This is an optimization exercise on Yosys and OpenROAD, whose aim is small area and few clock cycles, not a production implementation. In this exercise RTL edits were held to simulation tests only and were not proved equivalent to the original. Power and IR drop assume default switching activity.

## flow/design.v (module list and top-level ports; edited modules follow where they fit)
// module ao68000: 378 lines
// module bus_control: 829 lines
// module registers: 377 lines
// module memory_registers: 514 lines
// module decoder: 322 lines
// module alu_decode: 52 lines
// module condition: 28 lines
// module alu: 484 lines
// module microcode_branch: 223 lines
module ao68000 (
    input           CLK_I,               
    input           reset_n,             
    output          CYC_O,               
    output  [31:2]  ADR_O,               
    output  [31:0]  DAT_O,               
    input   [31:0]  DAT_I,               
    output  [3:0]   SEL_O,               
    output          STB_O,               
    output          WE_O,                
    input           ACK_I,               
    input           ERR_I,               
    input           RTY_I,               
    output          SGL_O,               
    output          BLK_O,               
    output          RMW_O,               
    output [2:0]    CTI_O,               
    output [1:0]    BTE_O,               
    output [2:0]    fc_o,                
    input [2:0]     ipl_i,               
    output          reset_o,             
    output          blocked_o            
);
  // ...
==> flow/run.sh <==
#!/bin/bash
# synth_recipe.tcl (not shown) runs the flow's synth.tcl, then flattens the netlist and writes it again
# the make line also repeats each setting of config.mk as NAME=value (left out here)
make -C /OpenROAD-flow-scripts/flow DESIGN_CONFIG=/design/flow/config.mk WORK_HOME=/design/flow/orfs CLKGATE_MAP_FILE= SYNTH_SCRIPT=/design/flow/synth_recipe.tcl finish
==> flow/config.mk <==
export PLATFORM = sky130hd
export DESIGN_NAME = ao68000
export DESIGN_NICKNAME = ao68000
export VERILOG_FILES = /design/flow/design.v
export SDC_FILE = /design/flow/constraint.sdc
export NUM_CORES = 4
export LEC_CHECK = 0
export CAP_MARGIN = 20
export CORE_MARGIN = 2
export CORE_UTILIZATION = 40
export SETUP_SLACK_MARGIN = 0.3
export SLEW_MARGIN = 20
export SYNTH_MEMORY_MAX_BITS = 65536
==> flow/constraint.sdc <==
create_clock -name core_clock -period 12.0 [get_ports {CLK_I}]
set_input_delay 2.4000 -clock core_clock [delete_from_list [all_inputs] [get_ports {CLK_I}]]
set_output_delay 2.4000 -clock core_clock [all_outputs]
set_load 0.01 [all_outputs]
==> impl_metrics.json, run 1 <==
{
  "leakage_nw": 44.3,
  "setup_viol": 0,
  "end_kind": "output pin",
  "die_h_um": 515,
  "cp-start-kind": "flip-flop",
  "h-tree-depth": 4,
  "rows": 187,
  "synth_common_cells": "1590 x nand2_1, 1384 x a21oi_1, 1244 x nor2_1",
  "cp_common_cell": "buf_4",
  "core-area_um2": 259000,
  "worstPathMaxFanout": 15,
  "post_cts_buffers": 11,
  "fin_ws_ps": 486,
  "dieWidth_um": 515,
  "cts_made_buffers": 166,
  "clock_buffers": 227,
  "fin_setup_tns_ps": 0,
  "die-area_um2": 265000,
  "cp.required_ps": 9600,
  "hold_path_startpoint": "memory_registers_m.micro_rom_q[64]",
  "synth_compound_area_share_pct": 29.6,
  "synth_edf_count": 850,
  "reg2reg_depth": 32,
  "port_buffers": 119,
  "worstReg2RegEnd": "memory_registers_m.an_mem[3][31]",
  "finalCriticalPeriod_ps": 11510,
  "outcome": "finished clean",
  "power-top-group": "combinational logic",
  "netSwitchingFraction_pct": 59.8,
  "synth_mux_area_share_pct": 3.06,
  "holdBufCountCts": 0,
  "cts_tree": "done",
  "inv_count": 385,
  "synth_top_area_share_pct": 24.5,
  "multi_input_area_um2": 62500,
  "p_sw_w": 0.0249,
  "maxCapViolCount": 0,
  "use_met2_pct": 69.4
}
Testbench counts, summed over its fixed seeds: cycles 91,137.
==> run 2: changes to the inputs <==
--- a/flow/config.mk
+++ b/flow/config.mk
@@ -8,6 +8,6 @@
 export CAP_MARGIN = 20
 export CORE_MARGIN = 2
 export CORE_UTILIZATION = 40
-export SETUP_SLACK_MARGIN = 0.3
+export SETUP_SLACK_MARGIN = 0.6
 export SLEW_MARGIN = 20
 export SYNTH_MEMORY_MAX_BITS = 65536
==> run 2 against run 1 <==
Net effect:
- count of clock-buffer cells in the layout stayed put
- area after synthesis is the same
- register-to-register slack improved by 190 ps
- final cell count about the same
- largest power group unchanged
- design area grew 0.17%
- core utilization grew 0.081 points
- die area unchanged
==> impl_metrics.json, run 2 <==
{
  "synth.avg_cell_area_um2": 7.95,
  "io_pins": 122,
  "core-area_um2": 259000,
  "synth_area_um2": 104000,
  "wl_per_cell_um": 43.2,
  "hold_path_class": "flip-flop to flip-flop",
  "drt_iter0_markers": 25000,
  "yosysUniqueCellTypes": 125,
  "leakage_nw": 44.4,
  "grt_pass1_vias": 115000,
  "final_cell_mix": "1583 x nand2_1, 1369 x a21oi_1, 1211 x nor2_1",
  "nets": 13600,
  "grt_setup_unrepaired": "no",
  "worst-path-buf-inv": 5,
  "seq_area_frac_synth_pct": 35.4,
  "cts_buffer_depth": 4,
  "layout_commonest_cell": "nand2_1",
  "whs_path_depth": 1,
  "rows": 187,
  "first_pass_iters": 15,
  "synth_edf_count": 850,
  "initial_core_util_pct": 40.2,
  "globalplace.congestion": 1.17,
  "die-area_um2": 265000,
  "gr-usage-all-layers_pct": 52.8,
  "ctsRootBufferMaster": "clkbuf_16",
  "die_h_um": 515,
  "wl_um": 729000,
  "dieWidth_um": 515,
  "ant_nets": 0,
  "hold_viol": 0,
  "fin_setup_tns_ps": 0,
  "fmax_mhz": 88.7,
  "clock_latency_ps": 940,
  "cts_made_buffers": 166,
  "crit_arrival_ps": 8870,
  "synth_common_cells": "1590 x nand2_1, 1384 x a21oi_1, 1244 x nor2_1",
  "slowest_delay_ps": 680,
  "grt.overflow.total": 0,
  "async_flop_share_pct": 26.2,
  "postSynthCellCount": 13100,
  "crit_family": "simple AND/OR/NAND/NOR gates",
  "path_class": "flip-flop to output pin",
  "synth-seq-cells": 1333,
  "reg2reg_depth": 32,
  "maxCapViolCount": 0,
  "fin_cells": 16900,
  "cp.required_ps": 9600,
  "drive_gt1_share_pct": 12.3,
  "cts_sinks": 1333,
  "syn2layout_area_growth_pct": 14.9,
  "synth_most_common_cell": "nand2_1",
  "synthTopCellsByArea": "edfxtp_1 24%, dfrtp_1 8.3%, a21oi_1 6.6%, o21ai_0 5.8%, nand2_1 5.7%",
  "hpwl_um": 537000,
  "setup_viol": 0,
  "grt_max_degree": 146,
  "grt_pass1_wl_um": 975000,
  "h-tree-depth": 4,
  "path_clk_slew_ps": 70,
  "power_density_nw_per_um2": 348,
  "finClkSkew_ps": 130,
  "worstPathMaxFanout": 10,
  "port_buffers": 119,
  "vias_per_cell": 7.52,
  "holdBufCountCts": 0,
  "maxSlewViolCount": 0,
  "yosys.area.top_type": "edfxtp_1",
  "tightest_slew_ps": 1320,
  "slew_headroom_pct": 11.1,
  "via_count": 127000,
  "cts_tree": "done",
  "cp-start-kind": "flip-flop",
  "route.detailed.drc": 0,
  "synth_ff_type": "edfxtp_1",
  "outcome": "finished clean",
  "grt_antenna_before_repair": 93,
  "place_inst": 16500,
  "fin_crit_sh_pct": 93.9,
  "cp_common_cell": "buf_4",
  "ir_worst_vdd_uv": 260,
  "synth_top_area_share_pct": 24.5,
  "path_depth": 26,
  "finalCriticalPeriod_ps": 11270,
  "cp_slowest_cell": "or4_1",
  "end_kind": "output pin",
  "yosysWarnings": 6
}
run 2: cell counts after synthesis:
Identical to the previous run, type by type.
run 2: area by class of cell:
cell class / count / area, um2
fillers: 25500 / 140000
multi-input cells: 10300 / 62600
flip-flops and latches: 1333 / 37000
repair buffers: 1100 / 8790
clock buffers: 227 / 4700
well taps: 3402 / 4260
inverters: 385 / 1450
clock inverters: 72 / 831
diodes: 68 / 170
run 2: per-stage QoR:
step | hold slack (ps) | total power [W] | setup WS (ps) | util, % | area, um2
after CTS | 412 | 0.0387 | 620 | 45.9 | 119000
final | 414 | 0.0416 | 726 | 46.2 | 120000
after detailed placement | 400 | 0.0334 | 555 | 43.7 | 113000
after floorplan | 395 | 0.0197 | 2230 | - | 104000
after global placement | 403 | 0.0335 | 204 | 43.7 | 113000
after global routing | 426 | 0.0413 | 590 | 46.1 | 120000
run 2: kinds of logic (layout without fill, tap and decap cells):
kind of cell | after synthesis | in the layout | share of synthesized area, %
AOI/OAI and AO/OA | 4853 | 4853 | 29.6
xor gates and xnor gates | 364 | 364 | 3.07
adders and majority gates | 290 | 290 | 3.58
buffers and inverters | 1485 | 1784 | 5.46
DFF | 1333 | 1333 | 35.4
muxes | 297 | 297 | 3.06
other | 2 | 71 | 0.00720
and+or+nand+nor | 4485 | 4485 | 19.8
run 2: power by group:
part	internal, W	switching, W
combinational	0.00740	0.0213
clock	0.00306	0.00225
sequential	0.00628	0.00129
total	0.0167	0.0249
run 2: path summary, 6_finish.rpt:
path                                                    start                          endpoint  slack (ps)
setup / recovery              bus_control_m.prefetch_ir_o[65]                         ADR_O[31]         730
hold reg to reg            memory_registers_m.micro_rom_q[64]       registers_m.do_blocked_flag         410
setup reg to reg                           registers_m.ir[12]  memory_registers_m.an_mem[3][31]         770
min in group asynchronous                             reset_n  microcode_branch_m.micro_pc_2[7]        1380
max in group asynchronous                             reset_n                registers_m.pc[27]        7780
hold / removal             memory_registers_m.micro_rom_q[64]       registers_m.do_blocked_flag         410
run 2: repair_timing:
| item | 4_1_cts | 5_1_grt |
|---|---|---|
| setup buffers | 25 | 16 |
| cloned | 0 | 0 |
| gates resized for setup | 31 | 45 |
| setup endpoints to repair | 17 | 26 |
| pin swaps | 4 | 14 |
run 2: layer usage:
metal  global-route usage, %  up-vias  wire length (um)
li1                        -    49500                 -
met1                    64.4    61100            260000
met2                    69.4    12700            272000
met3                    28.4     3552            127000
met4                    37.5       68             69200
met5                    1.44        -               956

==> afterwards: timing with drivers on the ports <==
How much do the figures lean on ideal ports? The routed layouts below were timed once more, with nothing changed but the port constraints. Step 1 (the two cells are an assumption about what drives the block):
set clk [get_ports {CLK_I}]
set_driving_cell -lib_cell sky130_fd_sc_hd__clkbuf_16 $clk
set_driving_cell -lib_cell sky130_fd_sc_hd__buf_2 [delete_from_list [all_inputs] $clk]
Step 2, shift: input delay + t, output delay - t, t = (earliest + latest rising clock arrival at the registers) / 2. This alone moves slack from input paths to output paths. Three values: ideal ports, drivers, drivers and shift; two values: the first two.
| run | t, ns | slack for setup (ns) | hold slack, ns | worst setup path after step 2 |
|---|---|---|---|---|
| run 1 | 0.964 | 0.486 / 0.385 / -0.071 | 0.413 / 0.413 / 0.413 | input to register |
| run 2 | 0.977 | 0.726 / 0.622 / -0.066 | 0.414 / 0.414 / 0.414 | input to register |
Met with ideal ports but missed after step 2: setup timing in run 1 and run 2. For run 2, which loses most, drivers alone change the setup slack by -0.104 ns; drivers and shift together by -0.792 ns.
